This is an optimization exercise on Yosys and OpenROAD, whose aim is small area, a short achievable clock period and few clock cycles, not a production implementation. At most, simulation tests tie the RTL to the original design; equivalence was not proved. Function not checked in runs 3 to 7: the RTL went through the layout flow alone. Power figures rest on the tool's default switching activity, not on a simulated workload.

## flow/design.v (module list and top-level ports; edited modules follow where they fit)
// module ks_add32: 502 lines
// module ks_add16c: 196 lines
// module g_a222oi: 3 lines
// module g_a22oi: 3 lines
// module g_a22o: 3 lines
// module g_a21o: 3 lines
// module g_aoi21: 3 lines
// module g_oai21: 3 lines
// module g_nand4: 3 lines
// module g_nand3: 3 lines
// module g_nand2: 3 lines
// module g_nor2: 3 lines
// module g_or3: 3 lines
// module g_inv: 3 lines
// module g_xor2: 3 lines
// module g_xnor2: 3 lines
// module g_ha: 4 lines
// module g_and3: 3 lines
// module g_mux2: 3 lines
// module g_a221o: 3 lines
// module g_buf: 3 lines
// module g_rd32f: 15 lines
// module g_rd32: 14 lines
// module mips: 296 lines
module mips(
	input wire clk,
	input wire rst,
	output wire [31:0] INST_ADDR,
	input wire [31:0] INST_DATA,
	output wire [31:0] DMEM_ADDR,
	output wire DMEM_WE,
	output wire [31:0] DMEM_WDATA,
	input wire [31:0] DMEM_RDATA
	);
  // ...
==> flow/flow/run.sh <==
#!/bin/bash
set -euo pipefail
MARGIN=6.5
bash standard.sh synth > synth.log 2>&1
SYNTH_ODB=orfs/results/sky130hd/mips/base/1_synth.odb openroad -no_init -exit flow/downsize.tcl > downsize.log 2>&1
bash standard.sh SETUP_SLACK_MARGIN=$MARGIN "CTS_ARGS=-sink_clustering_enable -repair_clock_nets -dont_use_dummy_load -buf_list sky130_fd_sc_hd__clkbuf_8 -sink_clustering_size 20" finish > layout.log 2>&1
==> flow/flow/downsize.tcl <==
# Set every combinational cell that synthesis mapped to a larger drive
# strength back to its smallest variant; the timing repair later in the flow
# sizes up the cells that need it.
set odb $::env(SYNTH_ODB)
read_db $odb
set db [ord::get_db]
set n 0
foreach inst [[ord::get_db_block] getInsts] {
  set m [$inst getMaster]
  set name [$m getName]
  if {[regexp {^sky130_fd_sc_hd__(df|edf|sdf|dl|sdl|conb|tap|fill|decap|diode)} $name]} { continue }
  if {[regexp {^(sky130_fd_sc_hd__[a-z0-9]+)_([0-9]+)$} $name -> base size] && $size > 1} {
    foreach s {1 0} {
      set nm [$db findMaster ${base}_$s]
      if {$nm ne "NULL" && $nm ne ""} {
        $inst swapMaster $nm
        incr n
        break
      }
    }
  }
}
puts "downsized $n cells"
write_db $odb
==> flow/standard.sh <==
#!/bin/bash
# synth_recipe.tcl (not shown) runs the flow's synth.tcl, then flattens the netlist and writes it again
# the make line also repeats each setting of config.mk as NAME=value (left out here)
make -C /OpenROAD-flow-scripts/flow DESIGN_CONFIG=/design/flow/config.mk WORK_HOME=/design/flow/orfs CLKGATE_MAP_FILE= SYNTH_SCRIPT=/design/flow/synth_recipe.tcl "${@:-finish}"
==> flow/config.mk <==
export PLATFORM = sky130hd
export DESIGN_NAME = mips
export DESIGN_NICKNAME = mips
export VERILOG_FILES = /design/flow/design.v
export SDC_FILE = /design/flow/constraint.sdc
export NUM_CORES = 8
export LEC_CHECK = 0
export CAP_MARGIN = 20
export CORE_MARGIN = 2
export CORE_UTILIZATION = 40
export PLACE_DENSITY = 0.75
export SLEW_MARGIN = 20
export SYNTH_HIERARCHICAL = 1
export SYNTH_MINIMUM_KEEP_SIZE = 0
==> flow/constraint.sdc <==
create_clock -name core_clock -period 10.0 [get_ports {clk}]
set_input_delay 2.0000 -clock core_clock [delete_from_list [all_inputs] [get_ports {clk}]]
set_output_delay 2.0000 -clock core_clock [all_outputs]
set_load 0.01 [all_outputs]
==> run summary, run 1 <==
Power and ir drop
The power drawn by the sequential cells is 6.32 mW. The dominant power group in this design is sequential cells.

Global routing
Global routing finished with a remaining overflow of 0. The number of antenna violations at the first check in global routing came to 20. Across every metal layer, demand over resource in global routing totals 0.374. The global-route wire length before repair is 450 mm.

STA
The final-report max-slew violation count came to 0. Between clock sinks in the finished design, the worst skew comes to 0.128 ns. The number of endpoints with negative hold slack in the final report was 0.

Routing
After detailed routing, the average wire length per cell comes to 35.5 µm. The number of routed nets with antenna violations is 0. The number of search-and-repair iterations in the first detailed-routing pass is 10.

Placement
The post-place setup slack is between 4 and 5 ns. The sum of net half-perimeters after detailed placement is 200 mm. At the end of routability-driven placement, the weighted congestion stood at 1.06.

Yosys
The number of warning messages in the yosys log is 9. The instance count of the mapped netlist is 6564.

Worst setup path
The data arrival at the endpoint of the critical path is 4.57 ns. The worst setup path is launched from an input port. In this run the critical register-to-register path is captured at e_a[5].

Worst hold path
The end point of the most critical hold path is m_we. The launch instance of the worst min-delay path is e_st.

Cells and area
The synthesis-to-layout area growth is 17.0%. The repair_antennas step left the layout with diodes totalling 15. Multi-input logic gates represent a cell area share of 0.502. The design has 1302 sequential cells. The finished layout holds 9088 standard cells, fillers aside.

Clocking
The clock tree from TritonCTS is yes. The number of clock buffers added by TritonCTS is 211. The cell at the root of the clock tree is clkbuf_8.

Floorplanning
The flow inserted 2072 tap cells.

Outcome
The run finished with no timing, DRC or antenna violations.
Testbench counts, summed over its fixed seeds: cycles 74,576.
==> run 2: changes to the inputs <==
--- a/flow/config.mk
+++ b/flow/config.mk
@@ -9,5 +9,5 @@
 export CORE_MARGIN = 2
 export CORE_UTILIZATION = 40
-export PLACE_DENSITY = 0.75
+export PLACE_DENSITY = 0.65
 export SLEW_MARGIN = 20
 export SYNTH_HIERARCHICAL = 1
==> run 2 against run 1 <==
Net effect:
- clock power increased by 3%
- first-iteration DRC count down 4.9%
- worst hold slack worse by 0.014 ns
- via count increased by 1.1%
- sequential share of layout area rose by 0.11 points
- power rose by 0.52%
- worst setup slack better by 0.040 ns
- register-to-register slack lost 0.05 ns
- critical endpoint is now e_a[6]
- area after synthesis stayed put
- clock-buffer cell count rose by 6
- core utilization down 0.16 points
- maximum frequency increased by 1.1%
==> run summary, run 2 <==
Worst setup path
The worst setup path endpoint was e_a[6] (was e_b[25]). The longest individual stage delay on the worst path is 0.56 ns (was 0.78 ns). The first element of the critical path is INST_DATA[22] (was INST_DATA[17]). The startpoint of the worst-slack reg-to-reg timing path is e_b[30] (was m_rd[1]). The critical path required time is 10.78 ns (was 10.89 ns).

The data arrival at the endpoint of the critical path is 4.43 ns (was 4.57 ns). The cell type of the slowest stage on the worst timing path is nor2_1 (was nor3_2). The slack of the worst reg-to-reg path is 6.39 ns (was 6.44 ns).

The buffers plus inverters on the worst setup path is 2 (was 1). The maximum fanout encountered on the critical timing path is 32 (was 16). The top cell family by delay on the critical path was simple AND/OR/NAND/NOR gates (unchanged).

Worst path cell trace: buf_2 -> and3b_1 -> and3_1 -> buf_4 -> a22oi_1 -> nand4_1 -> nor2_1 -> nand2_1 (was clkbuf_4 -> nor3_2 -> and3_2 -> a22oi_1 -> nand4_1 -> nor2_1 -> nand2_1). The cell count of the worst reg-to-reg path is 9 (was 12). The critical path launch point type is an input port (unchanged).

The capture instance of the worst register-to-register path is e_jr (was e_a[5]). The critical path endpoint category was a flip-flop (unchanged). The type of the worst setup path is in -> reg (unchanged).

The number of stages on the worst setup path is 8 (was 7).

Cells and area
The area of all sequential standard cells is 0.0269 mm² (about the same). The synthesis-to-layout area growth is 16.6% (was 17.0%). The post-layout net count is 7119 (was 7132).

The register with the highest flop count is rf (unchanged). The number of flip-flops under the largest register name is 992 (unchanged). The total area of multi-input combinational cells is 0.0372 mm² (was 0.0374 mm²). The final-layout fill cell count is 14.9k (was 14.8k).

The finished layout cell area is 0.0742 mm² (was 0.0745 mm²). The fraction of the core area covered by cells at the end of the flow is 0.469 (was 0.471). The fraction of final layout cells with drive strength greater than 1 is 0.152 (was 0.151). Most used cells in the layout excluding fill and tap cells: dfxtp_1 (1122), a22oi_1 (1102), a22o_1 (1008), nor2_1 (352), nand2_1 (311) (was dfxtp_1 (1122), a22oi_1 (1102), a22o_1 (1008), nor2_1 (340), nand2_1 (308)). The most common cell after layout, fill and taps aside was dfxtp_1 (unchanged).

Floorplanning
The effective utilization at floorplan came to 0.402 (unchanged). The standard cell core area is 0.158 mm² (unchanged). The I/O pin count is 163 (unchanged). The total number of placement rows came to 146 (unchanged). The die span in x is 403 µm (unchanged). The die extent in y came to 403 µm (unchanged).

The overall die area is 0.162 mm² (unchanged).

Global routing
The global-route wire length before repair is 472 mm (was 450 mm). The total track usage came to 0.400 (was 0.374). The number of antenna violations at the first check in global routing is 21 (was 20).

The number of global-route vias before repair is 62.7k (was 61.2k). The maximum number of pins on one net before global-route repair is 59 (was 68). The final global-route overflow total was 0 (unchanged).

Placement
The number of buffers added on ports was 162 (unchanged). The placer congestion estimate is 1.04 (was 1.06). The sum of net half-perimeters after detailed placement came to 206 mm (was 200 mm).

The placement-stage cell area is 0.0690 mm² (about the same).

Routing
The number of vias per cell came to 7.46 (was 7.37). The number of routed nets with antenna violations came to 0 (unchanged). The number of search-and-repair iterations in the first detailed-routing pass is 9 (was 10).

The post-detailed-route DRC marker count came to 0 (unchanged). The total via count in the routed design is 67.7k (was 67.0k). The final wirelength came to 341 mm (was 322 mm).

The final routed wire length divided by cell count is 37.6 µm (was 35.5 µm). The number of DRC markers in iteration 0 came to 12.6k (was 13.3k).

Clocking
The number of buffers added by the clock tree synthesis step was 217 (was 211). The cell at the root of the clock tree is clkbuf_8 (unchanged). The clock-pin slew on the worst setup and hold paths is 0.06 ns (about the same).

The count of hold-fix buffers inserted at cts is 0 (unchanged). The clock tree from TritonCTS is yes (unchanged). The worst-case clock buffer depth is 3 (unchanged). The total number of clock tree sinks came to 1302 (unchanged). The maximum level of the CTS H-tree is 4 (unchanged). The clock latency of the later-clocked register in the worst-skew pair was 1.02 ns (was 0.98 ns).

STA
The final-report max-slew violation count came to 0 (unchanged). The maximum achievable frequency is 274 MHz (was 271 MHz). The final setup violation count is 0 (unchanged).

The sum of negative setup slack was 0 ns (unchanged). The ratio of final minimum period to clock period is 0.364 (was 0.368). The number of endpoints with negative hold slack in the final report is 0 (unchanged). The headroom to the max-slew limit came to 0.232 (was 0.105). The worst setup skew after layout was 0.111 ns (was 0.128 ns). The minimum period implied by the final worst setup slack is 3.64 ns (was 3.68 ns). The slew at the pin with the worst max-slew slack is 1.15 ns (was 1.33 ns). Setup repair after global routing missed its margin: true (unchanged).

Yosys
The instance count of the mapped netlist is 6564 (unchanged). The number of warning messages in the yosys log is 9 (unchanged). The average cell area after synthesis is 9.70 µm² (unchanged). The post-synthesis instance area came to 0.0636 mm² (unchanged).

Power and ir drop
The part of the total power dissipated in sequential elements came to 0.461 (was 0.463). The leakage power total is 29.0 nW (was 29.2 nW). The net switching power is 4.64 mW (was 4.65 mW). The overall power after layout is 13.7 mW (was 13.6 mW).

The logic gate share of total power is 0.250 (was 0.253). The total power divided by cell area is 185 mW/mm² (was 183 mW/mm²). The worst-case vdd ir drop is 0.150 mV (was 0.137 mV). The internal power of the cells came to 9.07 mW (was 9.00 mW). The net switching share of the total power is 0.339 (was 0.340). The clock share of power is 0.289 (was 0.283).

Worst hold path
The type of the most critical hold path is reg -> reg (unchanged). The launch instance of the worst min-delay path is e_st (unchanged). The number of cells on the worst hold path is 0 (unchanged).

Outcome
Outcome: timing/DRC/antenna clean (unchanged).

Flow run
The number of violations of the max-capacitance limit is 0 (unchanged).
## run 2: how the worst min path moves through the flow
stage / to / slack [ns]
after floorplan: m_we / 0.33
after detailed placement: m_we / 0.34
after global routing: m_we / 0.35
after CTS: m_we / 0.35
final: m_we / 0.34
after global placement: m_we / 0.35
## run 2: timing repair
action / 4_1_cts / 5_1_grt
endpoints found under the setup margin: 357 / 222
gates resized for setup: 852 / 160
cloned: 8 / 1
pin swaps: 16 / 26
setup buffers: 101 / 17
## run 2: layer usage
layer / wire length [µm] / GRT usage
met2: 138000 / 0.569
met3: 48600 / 0.144
met4: 32100 / 0.307
met5: 246 / 0.00803
met1: 122000 / 0.491
## run 2: per-stage QoR
stage          setup WS [ns]  cells  hold slack (ns)
2_1_floorplan           5.81   6565            0.331
3_3_place_gp            4.35   8715            0.351
3_5_place_dp            4.32   8715            0.341
4_1_cts                 6.33   9041            0.346
5_1_grt                 6.35   9065            0.351
6_report                6.36   9070            0.343
## run 2: power by group through the flow
stage,combinational (mW),clock (mW),sequential (mW)
3_3_place_gp,2.58,0,6.62
4_1_cts,3.21,3.96,6.29
2_1_floorplan,1.83,0,6.22
6_report,3.43,3.97,6.33
5_1_grt,3.53,4.18,6.36
3_5_place_dp,2.61,0,6.63
## run 2: cell type report
| class | count | share of cell area |
|---|---|---|
| timing repair buffer | 483 | 0.0571 |
| tap | 2072 | 0.0349 |
| sequential | 1302 | 0.362 |
| antenna | 10 | 0.000337 |
| inverter | 71 | 0.00379 |
| timing repair inverter | 1 | 0.0000674 |
| multi-input combinational | 4914 | 0.502 |
| clock buffer | 217 | 0.0402 |
==> module mips, before the edit <==
module mips(
	input wire clk,
	input wire rst,
	output wire [31:0] INST_ADDR,
	input wire [31:0] INST_DATA,
	output wire [31:0] DMEM_ADDR,
	output wire DMEM_WE,
	output wire [31:0] DMEM_WDATA,
	input wire [31:0] DMEM_RDATA
	);
	genvar gk, gb;
	reg  [31:0] pc;
	reg  [31:0] ras;
	reg         e_ld, e_st, e_br, e_bx, e_jr;      
	reg         e_cst;                   
	reg  [4:0]  e_rd;                    
	reg         e_fa_lo, e_fa_hi;
	reg         c_ab, c_mb, c_am, c_mm;
	reg         j_a, j_m;                
	reg         e_fb;                    
	reg         x_b, x_bn, x_m, x_mn, x_i, x_in;
	reg         h_b, h_br, h_m, h_mr;
	reg         e_sub;                   
	reg         s_m, s_a, s_c;
	reg         r_add, r_slt, r_and, r_or, r_xor, r_nor, r_srl, r_sll, r_b;
	reg         e_sra;
	reg  [4:0]  e_sa;
	reg  [31:0] e_a, e_b;
	reg  [31:0] e_x;
	reg         m_we, m_ld;
	reg  [4:0]  m_rd;
	reg  [31:0] m_res, m_wd;
	reg  [31:0] rf [1:31];
	reg  [31:1] rf_v;
	wire [31:0] fa = {{16{e_fa_hi}}, {16{e_fa_lo}}};
	wire [31:0] a = (fa & m_res) | (~fa & e_a);
	wire [31:0] bx = ({32{x_b}} & e_b) | ({32{x_bn}} & ~e_b)
	               | ({32{x_m}} & m_res) | ({32{x_mn}} & ~m_res)
	               | ({32{x_i}} & e_x) | ({32{x_in}} & ~e_x);
	wire [4:0]  sa;
	generate for (gb = 0; gb < 5; gb = gb + 1) begin : sam
		wire n0, n1, n2;
		g_nand2 u0(.a(s_m), .b(m_res[gb]), .y(n0));
		g_nand2 u1(.a(s_a), .b(e_a[gb]), .y(n1));
		g_nand2 u2(.a(s_c), .b(e_sa[gb]), .y(n2));
		g_nand3 u3(.a(n0), .b(n1), .c(n2), .y(sa[gb]));
	end endgenerate
	wire [31:0] sum, p, g;
	ks_add32 add(.a(a), .b(bx), .cin(e_sub), .s(sum), .p(p), .g0(g));
	wire [31:0] pg = p | g;                           
	function automatic [31:0] rev32(input [31:0] x);
		integer k;
		for (k = 0; k < 32; k = k + 1) rev32[k] = x[31-k];
	endfunction
	wire [31:0] sh_in = ({32{h_b}} & e_b) | ({32{h_br}} & rev32(e_b))
	                  | ({32{h_m}} & m_res) | ({32{h_mr}} & rev32(m_res));
	wire        sh_fill = e_sra & bx[31];
	wire [32:0] sh_ext = $signed({sh_fill, sh_in}) >>> sa;
	wire [31:0] sr = sh_ext[31:0];
	wire [31:0] oth = ({32{r_and}} & g)
	                | ({32{r_or}}  & pg)
	                | ({32{r_xor}} & p)
	                | ({32{r_nor}} & ~pg)
	                | ({32{r_srl}} & sr)
	                | ({32{r_sll}} & rev32(sr))
	                | ({32{r_b}}   & bx);
	wire [31:0] alu;
	g_a221o r0(.a1(r_add), .a2(sum[0]), .b1(r_slt), .b2(sum[31]), .c1(oth[0]), .y(alu[0]));
	generate for (gb = 1; gb < 32; gb = gb + 1) begin : res
		g_a21o r(.a1(r_add), .a2(sum[gb]), .b1(oth[gb]), .y(alu[gb]));
	end endgenerate
	wire eq = (c_ab & (e_a == e_b)) | (c_mb & (m_res == e_b))
	        | (c_am & (e_a == m_res)) | c_mm;
	wire mis_br = e_br & (eq ^ e_bx);
	wire mis_jr = e_jr & ((j_a & (e_a != pc)) | (j_m & (m_res != pc)));
	wire mis    = mis_br | mis_jr;
	wire [31:0] redirect = e_jr ? a : e_x;
	wire [31:0] m_val = m_ld ? DMEM_RDATA : m_res;
	wire m_w = (m_rd != 5'd0);
	assign DMEM_ADDR  = m_res;
	assign DMEM_WE    = m_we;
	assign DMEM_WDATA = m_wd;
	wire [31:0] ins = INST_DATA;
	assign INST_ADDR = pc;
	wire [5:0]  op  = ins[31:26];
	wire [4:0]  rs  = ins[25:21];
	wire [4:0]  rt  = ins[20:16];
	wire [4:0]  rdf = ins[15:11];
	wire [4:0]  shamt = ins[10:6];
	wire [5:0]  fn  = ins[5:0];
	wire [15:0] imm = ins[15:0];
	wire is_r    = (op == 6'd0);
	wire is_jr   = is_r & (fn == 6'b001000);
	wire is_jalr = is_r & (fn == 6'b001001);
	wire is_j    = (op == 6'd2);
	wire is_jal  = (op == 6'd3);
	wire is_beq  = (op == 6'd4);
	wire is_bne  = (op == 6'd5);
	wire is_br   = is_beq | is_bne;
	wire is_lw   = (op == 6'b100011);
	wire is_sw   = (op == 6'b101011);
	wire is_ia   = (op[5:3] == 3'b001);           
	wire is_lui  = (op == 6'b001111);
	wire sh_const = is_r & (fn == 6'd0 || fn == 6'd2 || fn == 6'd3);
	wire sh_var   = is_r & (fn == 6'd4 || fn == 6'd6 || fn == 6'd7);
	wire uses_rs = (is_r & ~sh_const) | (is_ia & ~is_lui) | is_lw | is_sw | is_br;
	wire uses_rt = (is_r & ~is_jalr) | is_sw | is_br;
	reg  [4:0] dst;
	always @(*) begin
		if (is_r) dst = is_jalr ? 5'd31 : rdf;
		else if (is_ia | is_lw) dst = rt;
		else if (is_jal) dst = 5'd31;
		else dst = 5'd0;
	end
	reg f_sub, f_add, f_slt, f_and, f_or, f_xor, f_nor, f_srl, f_sll, f_sra, f_b;
	always @(*) begin
		{f_sub, f_add, f_slt, f_and, f_or, f_xor, f_nor, f_srl, f_sll, f_sra, f_b} = 11'b0;
		if (is_r) begin
			case (fn)
				6'b100000, 6'b100001: f_add = 1'b1;
				6'b100010, 6'b100011: begin f_add = 1'b1; f_sub = 1'b1; end
				6'b101010, 6'b101011: begin f_slt = 1'b1; f_sub = 1'b1; end
				6'b100100: f_and = 1'b1;
				6'b100101: f_or = 1'b1;
				6'b100110: f_xor = 1'b1;
				6'b100111: f_nor = 1'b1;
				6'b000000, 6'b000100: f_sll = 1'b1;
				6'b000010, 6'b000110: f_srl = 1'b1;
				6'b000011, 6'b000111: begin f_srl = 1'b1; f_sra = 1'b1; end
				6'b001001: f_b = 1'b1;                  
				default: f_and = 1'b1;                  
			endcase
		end else begin
			case (op)
				6'b001000, 6'b001001, 6'b100011, 6'b101011: f_add = 1'b1;
				6'b001010, 6'b001011: begin f_slt = 1'b1; f_sub = 1'b1; end
				6'b001100: f_and = 1'b1;
				6'b001101: f_or = 1'b1;
				6'b001110: f_xor = 1'b1;
				default: f_b = 1'b1;                    
			endcase
		end
	end
	wire f_cst = is_lui | (((op == 6'b001000) | (op == 6'b001001) | (op == 6'b001101) |
	                        (op == 6'b001110)) & (rs == 5'd0));
	wire sext = (op == 6'b001000) | (op == 6'b001010) | is_lw | is_sw | is_br;
	wire [31:0] pc4 = pc + 32'd4;
	wire [31:0] immv = is_lui ? {imm, 16'b0} :
	                   (is_jal | is_jalr) ? pc4 :
	                   {{16{sext & imm[15]}}, imm};
	wire ui = ~((is_r & ~is_jalr) | is_br);
	wire rs_m = m_w & (rs == m_rd);
	wire rt_m = m_w & (rt == m_rd);
	wire [31:1] rf_en;
	generate for (gk = 1; gk < 32; gk = gk + 1) begin : en
		assign rf_en[gk] = rf_v[gk] & (m_rd != gk);
	end endgenerate
	wire [3:0] rs_h = 4'b1 << rs[4:3], rt_h = 4'b1 << rt[4:3];
	wire [7:0] rs_l = 8'b1 << rs[2:0], rt_l = 8'b1 << rt[2:0];
	wire [31:0] sel_a, sel_b;
	generate for (gk = 1; gk < 32; gk = gk + 1) begin : sel
		g_and3 da(.a(rs_h[gk/8]), .b(rs_l[gk%8]), .c(rf_en[gk]), .y(sel_a[gk-1]));
		g_and3 db(.a(rt_h[gk/8]), .b(rt_l[gk%8]), .c(rf_en[gk]), .y(sel_b[gk-1]));
	end endgenerate
	assign sel_a[31] = rs_m;
	assign sel_b[31] = rt_m;
	wire [31:0] rs_val, rt_val;
	generate for (gb = 0; gb < 32; gb = gb + 1) begin : rdp
		wire [31:0] d;
		for (gk = 1; gk < 32; gk = gk + 1) begin : c
			assign d[gk-1] = rf[gk][gb];
		end
		assign d[31] = m_val[gb];
		g_rd32f ua(.s(sel_a), .d(d), .q(rs_val[gb]));
		g_rd32f ub(.s(sel_b), .d(d), .q(rt_val[gb]));
	end endgenerate
	wire e_w = (e_rd != 5'd0);
	wire rs_e = e_w & (rs == e_rd);
	wire rt_e = e_w & (rt == e_rd);
	wire rs_e2;
	g_buf fab(.a(rs_e), .y(rs_e2));       
	wire stall = e_ld & ((uses_rs & rs_e) | (uses_rt & rt_e));
	wire adv = ~stall & ~mis;         
	wire pred_t = is_bne | (is_beq & imm[15]);
	wire [15:0] blo;
	wire        bco;
	ks_add16c badd(.a(pc[17:2]), .b(imm), .cin(1'b1), .s(blo), .co(bco));
	wire [13:0] hi = pc[31:18];
	wire [13:0] hi_p = hi + 14'd1;
	wire [13:0] hi_m = hi - 14'd1;
	wire [13:0] bx0 = imm[15] ? hi : hi_p;        
	wire [13:0] bx1 = imm[15] ? hi_m : hi;        
	wire [13:0] bhi;
	generate for (gb = 0; gb < 14; gb = gb + 1) begin : bsel
		g_mux2 m(.a0(bx1[gb]), .a1(bx0[gb]), .s(bco), .y(bhi[gb]));
	end endgenerate
	wire [31:0] btgt = {bhi, blo, pc[1:0]};
	wire cst_hit = rs_e & e_cst;
	reg [31:0] npc;
	always @(*) begin
		if (is_j | is_jal) npc = {pc4[31:28], ins[25:0], 2'b00};
		else if (is_br & pred_t) npc = btgt;
		else if ((is_jr | is_jalr) & cst_hit) npc = e_x;
		else if (is_jr) npc = ras;
		else npc = pc4;
	end
	always @(posedge clk or posedge rst) begin
		if (rst) begin
			pc <= 32'b0;
			ras <= 32'b0;
		end else begin
			if (mis) pc <= redirect;
			else if (~stall) pc <= npc;
			if (is_jal | is_jalr) ras <= pc4;
		end
	end
	always @(posedge clk or posedge rst) begin
		if (rst) begin
			{e_ld, e_st, e_br, e_bx, e_jr} <= 5'b0;
			e_rd <= 5'd0;
			m_we <= 1'b0;
			m_ld <= 1'b0;
			m_rd <= 5'd0;
		end else begin
			if (adv) begin
				e_ld <= is_lw;
				e_st <= is_sw;
				e_br <= is_br;
				e_bx <= is_bne ^ pred_t;
				e_jr <= is_jr | is_jalr;
				e_rd <= dst;
			end else begin
				{e_ld, e_st, e_br, e_bx, e_jr} <= 5'b0;
				e_rd <= 5'd0;
			end
			m_we <= e_st;
			m_ld <= e_ld;
			m_rd <= e_rd;
		end
	end
	always @(posedge clk) begin
		e_fa_lo <= rs_e;
		e_fa_hi <= rs_e2;
		j_a   <= ~rs_e;
		j_m   <= rs_e;
		e_cst <= f_cst;
		c_ab  <= ~rs_e & ~rt_e;
		c_mb  <= rs_e & ~rt_e;
		c_am  <= ~rs_e & rt_e;
		c_mm  <= rs_e & rt_e;
		e_fb  <= rt_e;
		x_b   <= ~ui & ~rt_e & ~f_sub;
		x_bn  <= ~ui & ~rt_e & f_sub;
		x_m   <= ~ui & rt_e & ~f_sub;
		x_mn  <= ~ui & rt_e & f_sub;
		x_i   <= ui & ~f_sub;
		x_in  <= ui & f_sub;
		h_b   <= ~rt_e & ~f_sll;
		h_br  <= ~rt_e & f_sll;
		h_m   <= rt_e & ~f_sll;
		h_mr  <= rt_e & f_sll;
		e_sub <= f_sub;
		s_m   <= sh_var & rs_e;
		s_a   <= sh_var & ~rs_e;
		s_c   <= ~sh_var;
		e_sa  <= shamt;
		r_add <= f_add;
		r_slt <= f_slt;
		r_and <= f_and;
		r_or  <= f_or;
		r_xor <= f_xor;
		r_nor <= f_nor;
		r_srl <= f_srl;
		r_sll <= f_sll;
		e_sra <= f_sra;
		r_b   <= f_b;
		e_a   <= rs_val;
		e_b   <= rt_val;
		e_x   <= is_br ? (pred_t ? pc4 : btgt) : immv;
		m_res <= alu;
		m_wd  <= e_fb ? m_res : e_b;
	end
	always @(posedge clk or posedge rst) begin
		if (rst) rf_v <= 31'b0;
		else if (m_w) rf_v[m_rd] <= 1'b1;
	end
	generate for (gk = 1; gk < 32; gk = gk + 1) begin : wr
		wire we = (m_rd == gk);
		wire wen = ~we;
		for (gb = 0; gb < 32; gb = gb + 1) begin : b
			wire nx;
			g_a22o m(.a1(we), .a2(m_val[gb]), .b1(wen), .b2(rf[gk][gb]), .y(nx));
			always @(posedge clk) rf[gk][gb] <= nx;
		end
	end endgenerate
endmodule
==> run 3: changes to the inputs <==
--- a/flow/design.v
+++ b/flow/design.v
@@ -863,4 +863,8 @@
 	wire [31:0] redirect = e_jr ? a : e_x;
 	wire [31:0] m_val = m_ld ? DMEM_RDATA : m_res;
+	wire [31:0] m_valr;
+	generate for (gb = 0; gb < 32; gb = gb + 1) begin : mvr
+		g_mux2 m(.a0(m_res[gb]), .a1(DMEM_RDATA[gb]), .s(m_ld), .y(m_valr[gb]));
+	end endgenerate
 	wire m_w = (m_rd != 5'd0);
 	assign DMEM_ADDR  = m_res;
@@ -957,5 +961,5 @@
 			assign d[gk-1] = rf[gk][gb];
 		end
-		assign d[31] = m_val[gb];
+		assign d[31] = m_valr[gb];
 		g_rd32f ua(.s(sel_a), .d(d), .q(rs_val[gb]));
 		g_rd32f ub(.s(sel_b), .d(d), .q(rt_val[gb]));
--- a/flow/config.mk
+++ b/flow/config.mk
@@ -9,5 +9,4 @@
 export CORE_MARGIN = 2
 export CORE_UTILIZATION = 40
-export PLACE_DENSITY = 0.65
 export SLEW_MARGIN = 20
 export SYNTH_HIERARCHICAL = 1
==> run 3 against run 2 <==
Net effect:
- worst hold slack improved by 0.0025 ns
- final cell count increased by 0.86%
- clock-buffer cell count decreased by 1
- wire length about the same
- sequential cell count unchanged
- design area increased by 1.7%
- largest cell class unchanged
- register-to-register slack improved by 0.02 ns
- die area increased by 0.56%
- area after synthesis increased by 0.57%
==> run summary, run 3 <==
Outcome
Outcome: timing/DRC/antenna clean (unchanged).

Placement
The number of buffers added on ports is 162 (unchanged). The placer congestion estimate is 1.01 (was 1.04). The sum of net half-perimeters after detailed placement was 208 mm (was 206 mm). The number of cells after detailed placement is 8764 (was 8715).

Power and ir drop
The leakage power total is 29.5 nW (was 29.0 nW). The net switching share of the total power came to 0.343 (was 0.339). The net switching power is 4.74 mW (was 4.64 mW).

The internal power of the cells is 9.08 mW (was 9.07 mW). The logic gate share of total power came to 0.255 (was 0.250). The part of the total power dissipated in sequential elements is 0.458 (was 0.461). The total power divided by cell area came to 183 mW/mm² (was 185 mW/mm²). The clock share of power is 0.287 (was 0.289). The worst-case vdd ir drop is 0.141 mV (was 0.150 mV).

STA
The final setup violation count is 0 (unchanged). The worst setup skew after layout is 0.122 ns (was 0.111 ns). The ratio of final minimum period to clock period is 0.360 (was 0.364). The sum of negative setup slack was 0 ns (unchanged). The headroom to the max-slew limit is 0.247 (was 0.232). Setup repair after global routing missed its margin: true (unchanged). The slew at the pin with the worst max-slew slack was 1.10 ns (was 1.15 ns).

The maximum achievable frequency is 278 MHz (was 274 MHz). The number of endpoints with negative hold slack in the final report was 0 (unchanged). The final-report max-slew violation count came to 0 (unchanged). The minimum period implied by the final worst setup slack was 3.60 ns (was 3.64 ns).

Worst setup path
The top cell family by delay on the critical path is flip-flops (was simple AND/OR/NAND/NOR gates). The slack of the worst reg-to-reg path was 6.41 ns (was 6.39 ns). The maximum fanout encountered on the critical timing path is 2 (was 32). The number of stages on the worst setup path is 1 (was 8). The worst setup path endpoint was INST_ADDR[10] (was e_a[6]).

The first element of the critical path is pc[10] (was INST_DATA[22]). The type of the worst setup path is reg -> out (was in -> reg). The longest individual stage delay on the worst path is 0.52 ns (was 0.56 ns).

The capture instance of the worst register-to-register path is e_b[10] (was e_jr). The critical path endpoint category was an output pin (was flip-flop). Worst path cell trace: buf_6 (was buf_2 -> and3b_1 -> and3_1 -> buf_4 -> a22oi_1 -> nand4_1 -> nor2_1 -> nand2_1).

The cell count of the worst reg-to-reg path is 11 (was 9). The data arrival at the endpoint of the critical path is 1.60 ns (was 4.43 ns). The cell type of the slowest stage on the worst timing path is dfrtp_4 (was nor2_1).

The startpoint of the worst-slack reg-to-reg timing path is m_rd[2] (was e_b[30]). The critical path required time is 8.00 ns (was 10.78 ns). The critical path launch point type is a flip-flop (was input port).

The buffers plus inverters on the worst setup path is 1 (was 2).

Routing
The final routed wire length divided by cell count is 37.3 µm (was 37.6 µm). The post-detailed-route DRC marker count came to 0 (unchanged). The number of routed nets with antenna violations is 0 (unchanged). The final wirelength is 341 mm (about the same). The total via count in the routed design came to 66.5k (was 67.7k). The number of search-and-repair iterations in the first detailed-routing pass is 9 (unchanged). The number of DRC markers in iteration 0 was 11.7k (was 12.6k). The number of vias per cell was 7.27 (was 7.46).

Cells and area
The synthesis-to-layout area growth was 17.9% (was 16.6%). The fraction of the core area covered by cells at the end of the flow was 0.476 (was 0.469). The register with the highest flop count is rf (unchanged). The post-layout net count is 7196 (was 7119). The fraction of final layout cells with drive strength greater than 1 is 0.159 (was 0.152). Most used cells in the layout excluding fill and tap cells: dfxtp_1 (1130), a22oi_1 (1102), a22o_1 (1008), nor2_1 (316), buf_4 (316) (was dfxtp_1 (1122), a22oi_1 (1102), a22o_1 (1008), nor2_1 (352), nand2_1 (311)). The post-layout instance count excluding filler cells is 9148 (was 9070). The final-layout fill cell count is 15.0k (was 14.9k). The number of flip-flops under the largest register name came to 992 (unchanged). The most common cell after layout, fill and taps aside is dfxtp_1 (unchanged).

Global routing
The final global-route overflow total is 0 (unchanged). The maximum number of pins on one net before global-route repair came to 69 (was 59). The global-route wire length before repair was 467 mm (was 472 mm). The total track usage was 0.396 (was 0.400). The number of antenna violations at the first check in global routing is 20 (was 21). The number of global-route vias before repair is 60.5k (was 62.7k).

Worst hold path
The type of the most critical hold path is reg -> reg (unchanged).

Clocking
The number of buffers added by the clock tree synthesis step came to 216 (was 217). The worst-case clock buffer depth is 3 (unchanged). The clock-pin slew on the worst setup and hold paths is 0.06 ns (about the same). The clock tree from TritonCTS is yes (unchanged). The maximum level of the CTS H-tree came to 4 (unchanged). The cell at the root of the clock tree is clkbuf_8 (unchanged). The clock latency of the later-clocked register in the worst-skew pair was 1.01 ns (was 1.02 ns). The total number of clock tree sinks came to 1302 (unchanged).

Yosys
The number of warning messages in the yosys log is 9 (unchanged). The post-synthesis instance area was 0.0640 mm² (was 0.0636 mm²). The instance count of the mapped netlist was 6596 (was 6564). The average cell area after synthesis was 9.70 µm² (about the same).

Flow run
The number of violations of the max-capacitance limit is 0 (unchanged).

Floorplanning
The total number of placement rows is 146 (unchanged). The effective utilization at floorplan is 0.404 (was 0.402). The die span in x is 404 µm (was 403 µm). The I/O pin count was 163 (unchanged). The standard cell core area was 0.159 mm² (was 0.158 mm²). The die extent in y came to 404 µm (was 403 µm).

The overall die area is 0.163 mm² (was 0.162 mm²).
==> run 3: area by class of cell <==
class,count,area (µm²),area share
Inverter,71,305,0.00405
Tap cell,2072,2590,0.0344
Antenna cell,11,27.5,0.000365
Timing Repair inverter,1,5.00,0.0000663
Multi-Input combinational cell,4942,37900,0.502
Clock buffer,216,2970,0.0394
Sequential cell,1302,26800,0.356
Timing Repair Buffer,533,4850,0.0643
==> run 3: worst min path at each step <==
| stage | cells after the start | to | start |
|---|---|---|---|
| global placement | 0 | m_we | e_st |
| CTS | 0 | m_we | e_st |
| floorplan | 0 | m_we | e_st |
| finish | 0 | m_we | e_st |
| detailed placement | 0 | m_we | e_st |
| global route | 0 | m_we | e_st |
==> run 3: what timing repair did <==
item,4_1_cts,5_1_grt
resized for setup,889,204
cloned,3,2
hold buffers,0,0
pin swaps,27,50
hold endpoints to repair,0,0
setup buffers,110,42
setup endpoints to repair,381,207
==> run 3: power by group through the flow <==
stage | registers, mW | logic, mW | clock network [mW]
6_report | 6.33 | 3.52 | 3.97
5_1_grt | 6.37 | 3.64 | 4.17
4_1_cts | 6.30 | 3.29 | 3.96
3_5_place_dp | 6.61 | 2.70 | 0
3_3_place_gp | 6.61 | 2.68 | 0
2_1_floorplan | 6.23 | 1.84 | 0
==> run 3: layer usage <==
layer / GRT usage / vias to the layer above / routed length [µm]
met1: 0.507 / 32800 / 128000
met4: 0.238 / 16 / 25500
met2: 0.568 / 5374 / 140000
met3: 0.139 / 1092 / 47300
met5: 0 / - / 118
li1: - / 27300 / -
==> run 3: metrics by stage <==
step	setup WS (ns)	power, mW	area (µm²)	hold WS (ns)
after floorplan	5.81	8.07	64900	0.331
final	6.40	13.8	75500	0.345
after CTS	6.37	13.6	74500	0.348
after global placement	4.30	9.29	69500	0.332
after detailed placement	4.30	9.31	69500	0.336
after global routing	6.35	14.2	75400	0.357
==> run 4: changes to the inputs <==
--- a/flow/config.mk
+++ b/flow/config.mk
@@ -9,4 +9,5 @@
 export CORE_MARGIN = 2
 export CORE_UTILIZATION = 40
+export PLACE_DENSITY = 0.7
 export SLEW_MARGIN = 20
 export SYNTH_HIERARCHICAL = 1
==> run 4 against run 3 <==
Net effect:
- clock power shrank 2%
- area after synthesis is the same
- critical path depth grew 9
- wire length shrank 4.9%
- design area shrank 0.66%
- clock skew grew 0.033 ns
- sequential cell count is the same
- synthesized cell count is the same
- maximum frequency shrank 1.5%
- die area is the same
- critical path type is now reg -> reg
- critical endpoint is now m_res[28]
- largest cell class unchanged
==> run summary, run 4 <==
Worst setup path
The maximum fanout encountered on the critical timing path is 7 (was 2). The data arrival at the endpoint of the critical path is 4.41 ns (was 1.60 ns). The cell count of the worst reg-to-reg path is 10 (was 11). The type of the worst setup path was reg -> reg (was reg -> out). The startpoint of the worst-slack reg-to-reg timing path is e_b[9] (was m_rd[2]). The slack of the worst reg-to-reg path was 6.34 ns (was 6.41 ns). The critical path required time is 10.76 ns (was 8.00 ns).

The critical path endpoint category is a flip-flop (was output pin). The critical path launch point type is a flip-flop (unchanged). The capture instance of the worst register-to-register path is m_res[28] (was e_b[10]).

Worst hold path
The number of cells on the worst hold path is 0 (unchanged). The type of the most critical hold path was reg -> reg (unchanged). The end point of the most critical hold path is m_we (unchanged). The launch instance of the worst min-delay path is e_st (unchanged).

STA
The hold slack was 0.372 ns (was 0.345 ns). The headroom to the max-slew limit is 0.146 (was 0.247). The least setup slack across all paths after layout was 6.34 ns (was 6.40 ns).

The ratio of final minimum period to clock period was 0.366 (was 0.360). The slew at the pin with the worst max-slew slack is 1.28 ns (was 1.10 ns). The maximum achievable frequency is 273 MHz (was 278 MHz). The number of endpoints with negative hold slack in the final report was 0 (unchanged). Setup repair after global routing missed its margin: true (unchanged). The sum of negative setup slack was 0 ns (unchanged). The final setup violation count is 0 (unchanged).

The worst setup skew after layout came to 0.155 ns (was 0.122 ns). The final-report max-slew violation count is 0 (unchanged). The minimum period implied by the final worst setup slack was 3.66 ns (was 3.60 ns).

Power and ir drop
The overall power after layout is 13.7 mW (was 13.8 mW). The worst-case vdd ir drop came to 0.144 mV (was 0.141 mV). The leakage power total was 29.4 nW (was 29.5 nW). The total power divided by cell area is 182 mW/mm² (was 183 mW/mm²).

Yosys
The instance count of the mapped netlist is 6596 (unchanged). The average cell area after synthesis was 9.70 µm² (unchanged). The number of warning messages in the yosys log was 9 (unchanged). The post-synthesis instance area came to 0.0640 mm² (unchanged).

Routing
The number of search-and-repair iterations in the first detailed-routing pass is 13 (was 9). The final routed wire length divided by cell count came to 35.5 µm (was 37.3 µm). The total via count in the routed design is 67.9k (was 66.5k). The final wirelength is 324 mm (was 341 mm).

The number of DRC markers in iteration 0 is 12.6k (was 11.7k). The post-detailed-route DRC marker count is 0 (unchanged). The number of routed nets with antenna violations came to 0 (unchanged). The number of vias per cell was 7.43 (was 7.27).

Flow run
The number of violations of the max-capacitance limit came to 0 (unchanged).

Placement
The post-place setup slack is 4.29 ns (was 4.30 ns). The number of buffers added on ports is 162 (unchanged). The sum of net half-perimeters after detailed placement is 199 mm (was 208 mm).

The number of cells after detailed placement was 8754 (was 8764). The placer congestion estimate came to 1.03 (was 1.01).

Floorplanning
The I/O pin count is 163 (unchanged). The standard cell core area came to 0.159 mm² (unchanged). The effective utilization at floorplan was 0.404 (unchanged).

The die extent in y is 404 µm (unchanged). The overall die area came to 0.163 mm² (unchanged). The die span in x is 404 µm (unchanged). The total number of placement rows came to 146 (unchanged).

Cells and area
The synthesis-to-layout area growth came to 17.1% (was 17.9%). The register with the highest flop count was rf (unchanged). The post-layout instance count excluding filler cells is 9132 (was 9148). The post-layout net count was 7179 (was 7196). Most used cells in the layout excluding fill and tap cells: dfxtp_1 (1136), a22oi_1 (1102), a22o_1 (1008), nor2_1 (333), buf_4 (314) (was dfxtp_1 (1130), a22oi_1 (1102), a22o_1 (1008), nor2_1 (316), buf_4 (316)). The most common cell after layout, fill and taps aside is dfxtp_1 (unchanged). The fraction of final layout cells with drive strength greater than 1 is 0.149 (was 0.159). The number of flip-flops under the largest register name came to 992 (unchanged).

Outcome
Outcome: timing/DRC/antenna clean (unchanged).

Clocking
The cell at the root of the clock tree is clkbuf_8 (unchanged). The clock latency of the later-clocked register in the worst-skew pair is 0.99 ns (was 1.01 ns). The maximum level of the CTS H-tree is 4 (unchanged). The total number of clock tree sinks was 1302 (unchanged). The worst-case clock buffer depth is 3 (unchanged). The clock tree from TritonCTS is yes (unchanged). The clock-pin slew on the worst setup and hold paths was 0.05 ns (was 0.06 ns). The number of buffers added by the clock tree synthesis step is 211 (was 216).

Global routing
The total track usage came to 0.375 (was 0.396). The maximum number of pins on one net before global-route repair came to 75 (was 69). The global-route wire length before repair is 452 mm (was 467 mm). The number of global-route vias before repair is 61.8k (was 60.5k). The final global-route overflow total is 0 (unchanged). The number of antenna violations at the first check in global routing was 26 (was 20).
[run 4: cell type report]
| class | instances | area, µm² |
|---|---|---|
| Inverter | 71 | 294 |
| Sequential cell | 1302 | 26900 |
| Clock buffer | 211 | 2900 |
| Timing Repair inverter | 1 | 5.00 |
| Timing Repair Buffer | 520 | 4610 |
| Tap cell | 2072 | 2590 |
| Fill cell | 14800 | 83600 |
| Multi-Input combinational cell | 4943 | 37700 |
| Antenna cell | 12 | 30.0 |
[run 4: worst max-delay path, cell delays in order, from the launching register on]
cell and delay [ns]:
dfxtp_1 0.86, mux2i_1 0.42, nand3_1 0.31, ha_1 0.51
a21oi_1 0.36, o21ai_1 0.16, a21oi_1 0.21, o21ai_1 0.14
a21oi_1 0.28, xnor2_1 0.15, a21o_1 0.17
[run 4: worst max-delay path by stage]
stage / endpoint / slack [ns] / startpoint / cells past startpoint
4_1_cts: INST_ADDR[30] / 6.42 / pc[30] / 1
5_1_grt: m_res[0] / 6.38 / e_b[1] / 10
6_report: m_res[28] / 6.34 / e_b[9] / 10
2_1_floorplan: pc[21] / 5.81 / INST_DATA[0] / 11
3_3_place_gp: pc[26] / 4.30 / INST_DATA[0] / 13
3_5_place_dp: pc[26] / 4.29 / INST_DATA[0] / 13
[run 4: through the flow]
| step | area (µm²) | utilization |
|---|---|---|
| after floorplan | 64900 | - |
| after global placement | 69400 | 0.438 |
| after detailed placement | 69400 | 0.438 |
| after CTS | 74000 | 0.467 |
| after global routing | 74900 | 0.473 |
| final | 75000 | 0.473 |
[run 4: where the power goes]
group / switching (mW) / internal (mW) / total [mW]
clock: 2.05 / 1.84 / 3.89
combinational: 2.04 / 1.39 / 3.43
sequential: 0.546 / 5.79 / 6.33
[run 4: timing repair]
| action | in CTS | in global routing |
|---|---|---|
| hold buffers | 0 | 0 |
| setup endpoints to repair | 386 | 203 |
| pin swaps | 18 | 46 |
| cloned | 4 | 1 |
| resized for setup | 800 | 183 |
| buffers inserted | 103 | 46 |
[run 4: per-layer routing]
metal,global-route usage,vias to the layer above,share of wire
met5,0.00714,-,0.00089
met4,0.242,22,0.080
met3,0.157,1399,0.16
met2,0.526,6265,0.40
met1,0.469,32900,0.36
li1,-,27300,-
==> run 5: changes to the inputs <==
--- a/flow/flow/run.sh
+++ b/flow/flow/run.sh
@@ -1,5 +1,5 @@
 #!/bin/bash
 set -euo pipefail
-MARGIN=6.5
+MARGIN=6.6
 bash standard.sh synth > synth.log 2>&1
 SYNTH_ODB=orfs/results/sky130hd/mips/base/1_synth.odb openroad -no_init -exit flow/downsize.tcl > downsize.log 2>&1
==> run 5 against run 4 <==
Net effect:
- clock-buffer cell count up 2
- combinational power rose by 7.0%
- non-clock buffer count increased by 14
- worst setup slack gained 0.081 ns
- synthesized cell count is the same
- clock power barely moved
- still clean on timing, DRC and antenna
- clock skew is 0.0054 ns higher
- area after synthesis stayed put
- critical endpoint is now pc[21]
- critical path type is now in -> reg
- sequential share of layout area down 0.51 points
==> run summary, run 5 <==
Yosys
The number of warning messages in the yosys log is 9 (unchanged). The instance count of the mapped netlist came to 6596 (unchanged). The post-synthesis instance area is 0.0640 mm² (unchanged).

The average cell area after synthesis is 9.70 µm² (unchanged).

Power and ir drop
The clock share of power is 0.281 (was 0.285). The leakage power total is 29.6 nW (was 29.4 nW). The total power divided by cell area was 183 mW/mm² (was 182 mW/mm²). The worst-case vdd ir drop is 0.125 mV (was 0.144 mV). The logic gate share of total power is 0.264 (was 0.251). The internal power of the cells is 9.16 mW (was 9.02 mW). The net switching power was 4.76 mW (was 4.64 mW). The part of the total power dissipated in sequential elements is 0.455 (was 0.464).

The net switching share of the total power is 0.342 (was 0.340).

Routing
The number of vias per cell is 7.49 (was 7.43). The number of routed nets with antenna violations is 0 (unchanged). The number of DRC markers in iteration 0 is 14.7k (was 12.6k). The final routed wire length divided by cell count is 37.0 µm (was 35.5 µm). The final wirelength is 339 mm (was 324 mm). The post-detailed-route DRC marker count is 0 (unchanged). The number of search-and-repair iterations in the first detailed-routing pass was 9 (was 13). The total via count in the routed design was 68.5k (was 67.9k).

Cells and area
The number of flip-flops under the largest register name is 992 (unchanged). The fraction of final layout cells with drive strength greater than 1 was 0.173 (was 0.149). The post-layout net count is 7197 (was 7179). The total area of multi-input combinational cells was 0.0383 mm² (was 0.0377 mm²). The post-layout instance count excluding filler cells is 9145 (was 9132).

The register with the highest flop count is rf (unchanged). The area of all sequential standard cells was 0.0268 mm² (was 0.0269 mm²). The most common cell after layout, fill and taps aside is dfxtp_1 (unchanged).

The synthesis-to-layout area growth was 18.8% (was 17.1%). Most used cells in the layout excluding fill and tap cells: dfxtp_1 (1126), a22oi_1 (1100), a22o_1 (1008), nor2_1 (323), nand2_1 (300) (was dfxtp_1 (1136), a22oi_1 (1102), a22o_1 (1008), nor2_1 (333), buf_4 (314)). The final-layout fill cell count is 14.7k (was 14.8k).

Clocking
The clock tree from TritonCTS is yes (unchanged). The clock-pin slew on the worst setup and hold paths is 0.06 ns (was 0.05 ns). The cell at the root of the clock tree is clkbuf_8 (unchanged). The maximum level of the CTS H-tree is 4 (unchanged). The worst-case clock buffer depth came to 3 (unchanged).

The clock latency of the later-clocked register in the worst-skew pair is 1.02 ns (was 0.99 ns). The count of hold-fix buffers inserted at cts came to 0 (unchanged). The total number of clock tree sinks is 1302 (unchanged). The number of buffers added by the clock tree synthesis step is 213 (was 211).

Global routing
The global-route wire length before repair is 467 mm (was 452 mm). The number of global-route vias before repair is 62.1k (was 61.8k). The final global-route overflow total is 0 (unchanged). The number of antenna violations at the first check in global routing is 25 (was 26). The maximum number of pins on one net before global-route repair is 69 (was 75). The total track usage was 0.392 (was 0.375).

Worst setup path
The critical path launch point type is an input port (was flip-flop). The critical path endpoint category is a flip-flop (unchanged). The critical path required time is 10.75 ns (was 10.76 ns). The type of the worst setup path is in -> reg (was reg -> reg). The data arrival at the endpoint of the critical path is 4.32 ns (was 4.41 ns).

The maximum fanout encountered on the critical timing path came to 5 (was 7).

STA
Setup repair after global routing missed its margin: true (unchanged). The headroom to the max-slew limit is 0.236 (was 0.146). The worst setup skew after layout is 0.160 ns (was 0.155 ns).

The maximum achievable frequency was 280 MHz (was 273 MHz). The final-report max-slew violation count was 0 (unchanged). The hold slack came to 0.348 ns (was 0.372 ns).

The slew at the pin with the worst max-slew slack was 1.11 ns (was 1.28 ns). The ratio of final minimum period to clock period was 0.358 (was 0.366). The minimum period implied by the final worst setup slack was 3.58 ns (was 3.66 ns). The final setup violation count came to 0 (unchanged). The number of endpoints with negative hold slack in the final report is 0 (unchanged). The sum of negative setup slack is 0 ns (unchanged).

Floorplanning
The total number of placement rows is 146 (unchanged). The I/O pin count is 163 (unchanged). The standard cell core area is 0.159 mm² (unchanged).

The die span in x was 404 µm (unchanged). The effective utilization at floorplan came to 0.404 (unchanged). The die extent in y is 404 µm (unchanged). The overall die area is 0.163 mm² (unchanged).

Worst hold path
The type of the most critical hold path is reg -> reg (unchanged).

Outcome
Outcome: timing/DRC/antenna clean (unchanged).

Placement
The number of buffers added on ports is 162 (unchanged). The placer congestion estimate is 1.05 (was 1.03). The number of cells after detailed placement is 8746 (was 8754). The sum of net half-perimeters after detailed placement was 203 mm (was 199 mm).

Flow run
The number of violations of the max-capacitance limit came to 0 (unchanged).
[run 5: what timing repair did]
| action | 4_1_cts | 5_1_grt |
|---|---|---|
| gates resized for setup | 1001 | 250 |
| pin swaps | 40 | 63 |
| setup endpoints to repair | 392 | 239 |
| setup buffers | 134 | 33 |
| cloned | 9 | 2 |
[run 5: metal layers]
layer,share of wire,up-vias,global-route usage,routed length [µm]
met5,0.00040,-,0,137
met4,0.085,24,0.257,28800
met3,0.16,1458,0.160,54200
met2,0.40,6767,0.550,134000
met1,0.36,32900,0.492,121000
li1,-,27300,-,-
[run 5: stage by stage]
stage          cell area, µm²   util  setup WS [ns]  total power, mW
6_report                76000  0.479           6.42             13.9
5_1_grt                 76000  0.479           6.37             14.2
4_1_cts                 74700  0.471           6.40             13.5
3_5_place_dp            69500  0.438           4.42             9.29
3_3_place_gp            69500  0.438           4.39             9.25
2_1_floorplan           65100      -           5.81             8.09
[run 5: layout make-up]
type                            instances  share of cell area
Antenna cell                            7            0.000230
Clock buffer                          213              0.0386
Inverter                               71             0.00408
Multi-Input combinational cell       4943               0.504
Sequential cell                      1302               0.353
Tap cell                             2072              0.0341
Timing Repair Buffer                  534              0.0656
Timing Repair inverter                  3            0.000230
[run 5: power by group through the flow]
stage	combinational, mW	sequential (mW)	clock, mW
after CTS	3.36	6.29	3.89
after detailed placement	2.68	6.61	0
after global routing	3.77	6.37	4.10
after global placement	2.66	6.59	0
after floorplan	1.87	6.23	0
final	3.67	6.33	3.91
[run 5: path summary, 6_finish.rpt]
path	from	endpoint	slack, ns	depth (start not counted)
worst min register to register	e_st	m_we	0.35	0
worst max-delay path	INST_DATA[0]	pc[21]	6.42	13
worst max register to register	m_rd[0]	e_a[17]	6.44	12
worst min-delay path	e_st	m_we	0.35	0
max in group asynchronous	rst	pc[11]	6.84	4
min in group asynchronous	rst	pc[23]	1.82	2
[run 5: worst max-delay path, stage by stage]
cell	delay, ns
buf_12	0.10
ha_4	0.21
a21o_4	0.21
a21oi_4	0.19
o21ai_4	0.08
a21oi_4	0.19
o21ai_4	0.09
buf_12	0.16
mux2_4	0.30
a221o_1	0.30
o22ai_1	0.12
a21oi_1	0.08
mux2_4	0.27
==> run 6: changes to the inputs <==
--- a/flow/config.mk
+++ b/flow/config.mk
@@ -10,5 +10,5 @@
 export CORE_UTILIZATION = 40
 export PLACE_DENSITY = 0.7
-export SLEW_MARGIN = 20
+export SLEW_MARGIN = 40
 export SYNTH_HIERARCHICAL = 1
 export SYNTH_MINIMUM_KEEP_SIZE = 0
==> run 6 against run 5 <==
Net effect:
- via count about the same
- final cell count hardly changed
- wire length hardly changed
- clock power about the same
- sequential cell count stayed put
- largest power group unchanged
==> run summary, run 6 <==
Placement
The sum of net half-perimeters after detailed placement is 203 mm (about the same). The placer congestion estimate came to 1.05 (unchanged). The number of cells after detailed placement came to 8750 (was 8746). The number of buffers added on ports is 162 (unchanged).

Worst setup path
The first element of the critical path is pc[30] (was INST_DATA[0]). The top cell family by delay on the critical path is flip-flops (was compound AO/OA/AOI/OAI gates). The buffers plus inverters on the worst setup path is 1 (was 2). The maximum fanout encountered on the critical timing path came to 2 (was 5). The type of the worst setup path is reg -> out (was in -> reg). The critical path required time came to 8.00 ns (was 10.75 ns). Worst path cell trace: buf_6 (was buf_12 -> ha_4 -> a21o_4 -> a21oi_4 -> o21ai_4 -> a21oi_4 -> o21ai_4 -> buf_12 -> mux2_4 -> a221o_1 -> o22ai_1 -> a21oi_1 -> mux2_4).

The cell type of the slowest stage on the worst timing path is dfrtp_4 (was mux2_4). The startpoint of the worst-slack reg-to-reg timing path was e_b[3] (was m_rd[0]). The critical path launch point type is a flip-flop (was input port).

The longest individual stage delay on the worst path is 0.54 ns (was 0.30 ns). The data arrival at the endpoint of the critical path was 1.61 ns (was 4.32 ns). The critical path endpoint category is an output pin (was flip-flop).

STA
The worst setup skew after layout was 0.134 ns (was 0.160 ns). The slew at the pin with the worst max-slew slack is 0.980 ns (was 1.11 ns). Setup repair after global routing missed its margin: true (unchanged). The final-report max-slew violation count was 0 (unchanged). The minimum period implied by the final worst setup slack is 3.61 ns (was 3.58 ns). The ratio of final minimum period to clock period came to 0.361 (was 0.358). The final setup violation count was 0 (unchanged). The maximum achievable frequency is 277 MHz (was 280 MHz). The sum of negative setup slack came to 0 ns (unchanged).

The number of endpoints with negative hold slack in the final report is 0 (unchanged). The headroom to the max-slew limit is 0.346 (was 0.236).

Cells and area
The post-layout instance count excluding filler cells came to 9137 (was 9145). The fraction of final layout cells with drive strength greater than 1 is 0.170 (was 0.173). The register with the highest flop count is rf (unchanged). The number of flip-flops under the largest register name is 992 (unchanged).

The synthesis-to-layout area growth came to 18.3% (was 18.8%). The post-layout net count was 7184 (was 7197). Most used cells in the layout excluding fill and tap cells: dfxtp_1 (1126), a22oi_1 (1101), a22o_1 (1008), nor2_1 (323), nand2_1 (303) (was dfxtp_1 (1126), a22oi_1 (1100), a22o_1 (1008), nor2_1 (323), nand2_1 (300)). The most common cell after layout, fill and taps aside is dfxtp_1 (unchanged).

Routing
The number of vias per cell is 7.49 (about the same). The post-detailed-route DRC marker count was 0 (unchanged). The final routed wire length divided by cell count is 37.0 µm (about the same). The total via count in the routed design came to 68.4k (was 68.5k). The number of search-and-repair iterations in the first detailed-routing pass is 10 (was 9).

The number of DRC markers in iteration 0 is 14.4k (was 14.7k). The number of routed nets with antenna violations is 0 (unchanged). The final wirelength came to 338 mm (was 339 mm).

Floorplanning
The total number of placement rows was 146 (unchanged). The standard cell core area came to 0.159 mm² (unchanged). The I/O pin count is 163 (unchanged).

The die span in x was 404 µm (unchanged). The overall die area is 0.163 mm² (unchanged). The die extent in y is 404 µm (unchanged).

The effective utilization at floorplan is 0.404 (unchanged).

Yosys
The average cell area after synthesis was 9.70 µm² (unchanged). The post-synthesis instance area is 0.0640 mm² (unchanged). The instance count of the mapped netlist is 6596 (unchanged). The number of warning messages in the yosys log is 9 (unchanged).

Global routing
The number of antenna violations at the first check in global routing is 26 (was 25). The final global-route overflow total is 0 (unchanged). The global-route wire length before repair is 467 mm (about the same).

The maximum number of pins on one net before global-route repair came to 69 (unchanged). The number of global-route vias before repair came to 62.0k (was 62.1k). The total track usage came to 0.392 (about the same).

Flow run
The number of violations of the max-capacitance limit is 0 (unchanged).

Clocking
The count of hold-fix buffers inserted at cts was 0 (unchanged). The number of buffers added by the clock tree synthesis step is 213 (unchanged). The total number of clock tree sinks is 1302 (unchanged). The worst-case clock buffer depth is 3 (unchanged). The clock latency of the later-clocked register in the worst-skew pair is 1.02 ns (about the same). The clock tree from TritonCTS was yes (unchanged).

The clock-pin slew on the worst setup and hold paths is 0.06 ns (about the same). The cell at the root of the clock tree was clkbuf_8 (unchanged). The maximum level of the CTS H-tree was 4 (unchanged).

Worst hold path
The type of the most critical hold path is reg -> reg (unchanged). The launch instance of the worst min-delay path was e_st (unchanged).

Power and ir drop
The leakage power total came to 29.5 nW (was 29.6 nW). The total power divided by cell area came to 183 mW/mm² (about the same). The worst-case vdd ir drop is 0.127 mV (was 0.125 mV).

Outcome
Outcome: timing/DRC/antenna clean (unchanged).
[run 6: changes by cell type in the layout (fill, tap and decap cells not counted), sizes merged]
cell           delta
clkbuf            -2
clkinvlp          -2
clkdlybuf4s15     +2
buf               -8
diode             +5
clkdlybuf4s18     -2
bufbuf            -1
[run 6: path summary, 6_finish.rpt]
check                           cells past startpoint       endpoint  slack, ns
worst max-delay path                                1  INST_ADDR[30]       6.39
worst min register to register                      0           m_we       0.35
max in group asynchronous                           5         pc[11]       7.07
worst min-delay path                                0           m_we       0.35
worst max register to register                     10      m_res[30]       6.42
min in group asynchronous                           3         pc[30]       1.46
[run 6: final cells by class]
cell class	count	area [µm²]
antenna	12	30.0
clock buffer	213	2930
fill	14800	82900
inverter	71	332
multi-input combinational	4943	38100
sequential	1302	26800
tap	2072	2590
timing repair buffer	523	4860
timing repair inverter	1	5.00
[run 6: routing by layer]
layer / up-vias / global-route usage / routed length [µm]
li1: 27300 / - / -
met1: 32900 / 0.492 / 121000
met2: 6617 / 0.549 / 133000
met3: 1586 / 0.156 / 53600
met4: 24 / 0.259 / 29600
met5: - / 0.00833 / 346
[run 6: worst reg2reg max path, cell delays in order (launching register included)]
cell     delay [ns]
dfxtp_2        0.54
mux2i_1        0.51
nand3_1        0.27
ha_1           0.45
a21oi_1        0.42
o21ai_1        0.16
a21oi_1        0.38
o21ai_1        0.18
a21oi_1        0.24
xnor2_1        0.13
a21o_1         0.17
[run 6: timing repair]
item,in CTS,in global routing
buffers inserted,123,32
endpoints found under the hold margin,0,0
pin swaps,31,44
gates cloned,6,1
endpoints found under the setup margin,353,235
resized for setup,952,206
[run 6: stage by stage]
step	power (mW)	cell area, µm²	util	setup WS, ns	hold WS [ns]
floorplan	8.09	65100	-	5.81	0.331
detailed placement	9.29	69700	0.439	4.40	0.335
CTS	13.5	74700	0.471	6.36	0.345
finish	13.8	75700	0.477	6.39	0.350
global route	14.2	75700	0.477	6.33	0.369
global placement	9.25	69500	0.438	4.39	0.332
[run 6: power by group]
part | total [mW] | internal, mW | switching [mW]
clock network | 3.93 | 1.86 | 2.07
logic | 3.58 | 1.45 | 2.12
registers | 6.34 | 5.79 | 0.551
total | 13.8 | 9.10 | 4.74
==> run 7: changes to the inputs <==
--- a/flow/design.v
+++ b/flow/design.v
@@ -859,12 +859,8 @@
 	        | (c_am & (e_a == m_res)) | c_mm;
 	wire mis_br = e_br & (eq ^ e_bx);
-	wire mis_jr = e_jr & ((j_a & (e_a != pc)) | (j_m & (m_res != pc)));
+	wire mis_jr = (j_a & (e_a != pc)) | (j_m & (m_res != pc));
 	wire mis    = mis_br | mis_jr;
 	wire [31:0] redirect = e_jr ? a : e_x;
 	wire [31:0] m_val = m_ld ? DMEM_RDATA : m_res;
-	wire [31:0] m_valr;
-	generate for (gb = 0; gb < 32; gb = gb + 1) begin : mvr
-		g_mux2 m(.a0(m_res[gb]), .a1(DMEM_RDATA[gb]), .s(m_ld), .y(m_valr[gb]));
-	end endgenerate
 	wire m_w = (m_rd != 5'd0);
 	assign DMEM_ADDR  = m_res;
@@ -961,5 +957,5 @@
 			assign d[gk-1] = rf[gk][gb];
 		end
-		assign d[31] = m_valr[gb];
+		assign d[31] = m_val[gb];
 		g_rd32f ua(.s(sel_a), .d(d), .q(rs_val[gb]));
 		g_rd32f ub(.s(sel_b), .d(d), .q(rt_val[gb]));
@@ -1007,5 +1003,6 @@
 	always @(posedge clk or posedge rst) begin
 		if (rst) begin
-			{e_ld, e_st, e_br, e_bx, e_jr} <= 5'b0;
+			{e_ld, e_st, e_br, e_bx, e_jr, e_cst} <= 6'b0;
+			{j_a, j_m} <= 2'b0;
 			e_rd <= 5'd0;
 			m_we <= 1'b0;
@@ -1019,7 +1016,12 @@
 				e_bx <= is_bne ^ pred_t;
 				e_jr <= is_jr | is_jalr;
+				j_a <= (is_jr | is_jalr) & ~rs_e;
+				j_m <= (is_jr | is_jalr) & rs_e;
 				e_rd <= dst;
+				e_cst <= f_cst;
 			end else begin
+				e_cst <= 1'b0;
 				{e_ld, e_st, e_br, e_bx, e_jr} <= 5'b0;
+				{j_a, j_m} <= 2'b0;
 				e_rd <= 5'd0;
 			end
@@ -1032,7 +1034,4 @@
 		e_fa_lo <= rs_e;
 		e_fa_hi <= rs_e2;
-		j_a   <= ~rs_e;
-		j_m   <= rs_e;
-		e_cst <= f_cst;
 		c_ab  <= ~rs_e & ~rt_e;
 		c_mb  <= rs_e & ~rt_e;
--- a/flow/config.mk
+++ b/flow/config.mk
@@ -10,5 +10,5 @@
 export CORE_UTILIZATION = 40
 export PLACE_DENSITY = 0.7
-export SLEW_MARGIN = 40
+export SLEW_MARGIN = 20
 export SYNTH_HIERARCHICAL = 1
 export SYNTH_MINIMUM_KEEP_SIZE = 0
==> run 7 against run 6 <==
Net effect:
- still clean
- sequential share of layout area decreased by 0.72 points
- clock power shrank 2%
- clock-buffer cell count decreased by 7
- via count grew 1.5%
- worst hold slack lost 0.0024 ns
- sequential power hardly changed
- sequential cell count grew 1
- clock skew fell by 0.025 ns
- maximum frequency fell by 1.3%
- largest power group unchanged
- highest routed layer unchanged
==> run summary, run 7 <==
Cells and area
The synthesis-to-layout area growth is 20.2% (was 18.3%). The total area of multi-input combinational cells came to 0.0386 mm² (was 0.0381 mm²). The fraction of final layout cells with drive strength greater than 1 is 0.174 (was 0.170). The post-layout net count is 7325 (was 7184).

The number of flip-flops under the largest register name is 992 (unchanged). The post-layout instance count excluding filler cells is 9362 (was 9137). Most used cells in the layout excluding fill and tap cells: dfxtp_1 (1103), a22oi_1 (1080), a22o_1 (1022), nand2_1 (320), nor2_1 (310) (was dfxtp_1 (1126), a22oi_1 (1101), a22o_1 (1008), nor2_1 (323), nand2_1 (303)). The final-layout fill cell count came to 14.8k (about the same). The area of all sequential standard cells is 0.0269 mm² (was 0.0268 mm²). The fraction of the core area covered by cells at the end of the flow is 0.483 (was 0.477).

STA
Setup repair after global routing missed its margin: true (unchanged). The final-report max-slew violation count is 0 (unchanged). The worst setup skew after layout is 0.109 ns (was 0.134 ns). The number of endpoints with negative hold slack in the final report was 0 (unchanged). The slew at the pin with the worst max-slew slack is 1.18 ns (was 0.980 ns). The maximum achievable frequency is 274 MHz (was 277 MHz). The headroom to the max-slew limit is 0.210 (was 0.346). The sum of negative setup slack is 0 ns (unchanged). The hold slack is 0.348 ns (was 0.350 ns).

Global routing
The number of antenna violations at the first check in global routing is 17 (was 26). The total track usage is 0.393 (was 0.392). The maximum number of pins on one net before global-route repair was 61 (was 69). The met1 track demand over resource in global routing is 0.479 (was 0.492). The busiest layer in global routing was met2 (unchanged). The number of global-route vias before repair is 62.8k (was 62.0k). The global-route met3 utilization is 0.147 (was 0.156).

The met2 layer usage reported by global route came to 0.556 (was 0.549). The global-route wire length before repair is 470 mm (was 467 mm).

Worst setup path
The top cell family by delay on the critical path is flip-flops (unchanged). The type of the worst setup path is reg -> out (unchanged). The critical path endpoint category was an output pin (unchanged).

The critical path required time is 8.00 ns (about the same). The maximum fanout encountered on the critical timing path was 2 (unchanged). The longest individual stage delay on the worst path was 0.55 ns (was 0.54 ns). Worst path cell trace: buf_6 (unchanged). The data arrival at the endpoint of the critical path is 1.66 ns (was 1.61 ns). The cell type of the slowest stage on the worst timing path is dfrtp_4 (unchanged). The number of stages on the worst setup path came to 1 (unchanged). The buffers plus inverters on the worst setup path is 1 (unchanged).

Floorplanning
The overall die area is 0.164 mm² (was 0.163 mm²). The die extent in y is 406 µm (was 404 µm). The die span in x came to 406 µm (was 404 µm).

The total number of placement rows came to 147 (was 146).

Routing
The final wirelength is 345 mm (was 338 mm). The number of routed nets with antenna violations came to 0 (unchanged). The total via count in the routed design was 69.4k (was 68.4k). The final routed wire length divided by cell count came to 36.8 µm (was 37.0 µm). The number of search-and-repair iterations in the first detailed-routing pass is 7 (was 10). The number of vias per cell is 7.41 (was 7.49).

Power and ir drop
The leakage power total is 30.5 nW (was 29.5 nW). The overall power after layout is 13.8 mW (about the same). The total power divided by cell area is 178 mW/mm² (was 183 mW/mm²).

Flow run
The number of violations of the max-capacitance limit was 0 (unchanged).

Yosys
The instance count of the mapped netlist is 6664 (was 6596). The average cell area after synthesis is 9.68 µm² (was 9.70 µm²). The number of warning messages in the yosys log came to 9 (unchanged).

The post-synthesis instance area was 0.0645 mm² (was 0.0640 mm²).

Clocking
The maximum level of the CTS H-tree is 4 (unchanged). The worst-case clock buffer depth is 3 (unchanged). The total number of clock tree sinks was 1303 (was 1302). The count of hold-fix buffers inserted at cts is 0 (unchanged). The clock-pin slew on the worst setup and hold paths is 0.06 ns (about the same). The clock tree from TritonCTS is yes (unchanged).

The number of buffers added by the clock tree synthesis step came to 206 (was 213). The clock latency of the later-clocked register in the worst-skew pair is 0.98 ns (was 1.02 ns).

Placement
The placer congestion estimate is 1.06 (was 1.05). The sum of net half-perimeters after detailed placement is 211 mm (was 203 mm). The number of cells after detailed placement came to 8927 (was 8750).

Outcome
Outcome: timing/DRC/antenna clean (unchanged).

Worst hold path
The type of the most critical hold path is reg -> reg (unchanged). The number of cells on the worst hold path is 0 (unchanged).
run 7: repair_timing:
| item | in CTS | in global routing |
|---|---|---|
| resized for setup | 1046 | 352 |
| buffers inserted | 115 | 79 |
| setup endpoints to repair | 388 | 274 |
| pin swaps | 46 | 92 |
| gates cloned | 10 | 17 |
run 7: report_power, final:
group / internal, mW / switching [mW]
Clock: 1.80 / 2.04
Combinational: 1.45 / 2.19
Sequential: 5.78 / 0.542
Total: 9.03 / 4.77
run 7: layout make-up:
class | instances | area share
multi-input combinational | 5011 | 0.498
antenna | 8 | 0.000258
sequential | 1303 | 0.347
clock buffer | 206 | 0.0366
inverter | 76 | 0.00392
tap | 2160 | 0.0349
timing repair inverter | 1 | 0.0000646
timing repair buffer | 597 | 0.0787
run 7: through the flow:
stage | worst slack [ns] | area [µm²]
2_1_floorplan | 5.67 | 65300
3_3_place_gp | 4.22 | 70100
3_5_place_dp | 4.16 | 70100
4_1_cts | 6.31 | 75400
5_1_grt | 6.31 | 77500
6_report | 6.34 | 77500
run 7: worst paths after layout:
path	endpoint	slack (ns)	from
min	m_we	0.35	e_st
min reg2reg	m_we	0.35	e_st
max reg2reg	e_b[20]	6.50	m_rd[0]
min in group asynchronous	ras[25]	1.81	rst
max in group asynchronous	pc[12]	7.00	rst
max	INST_ADDR[8]	6.34	pc[8]
run 7: metal layers:
| layer | vias up | wire length [µm] | share of wire |
|---|---|---|---|
| met5 | - | 106 | 0.00031 |
| met2 | 6506 | 138000 | 0.40 |
| met4 | 14 | 34600 | 0.10 |
| li1 | 27800 | - | - |
| met3 | 1617 | 51900 | 0.15 |
| met1 | 33500 | 120000 | 0.35 |
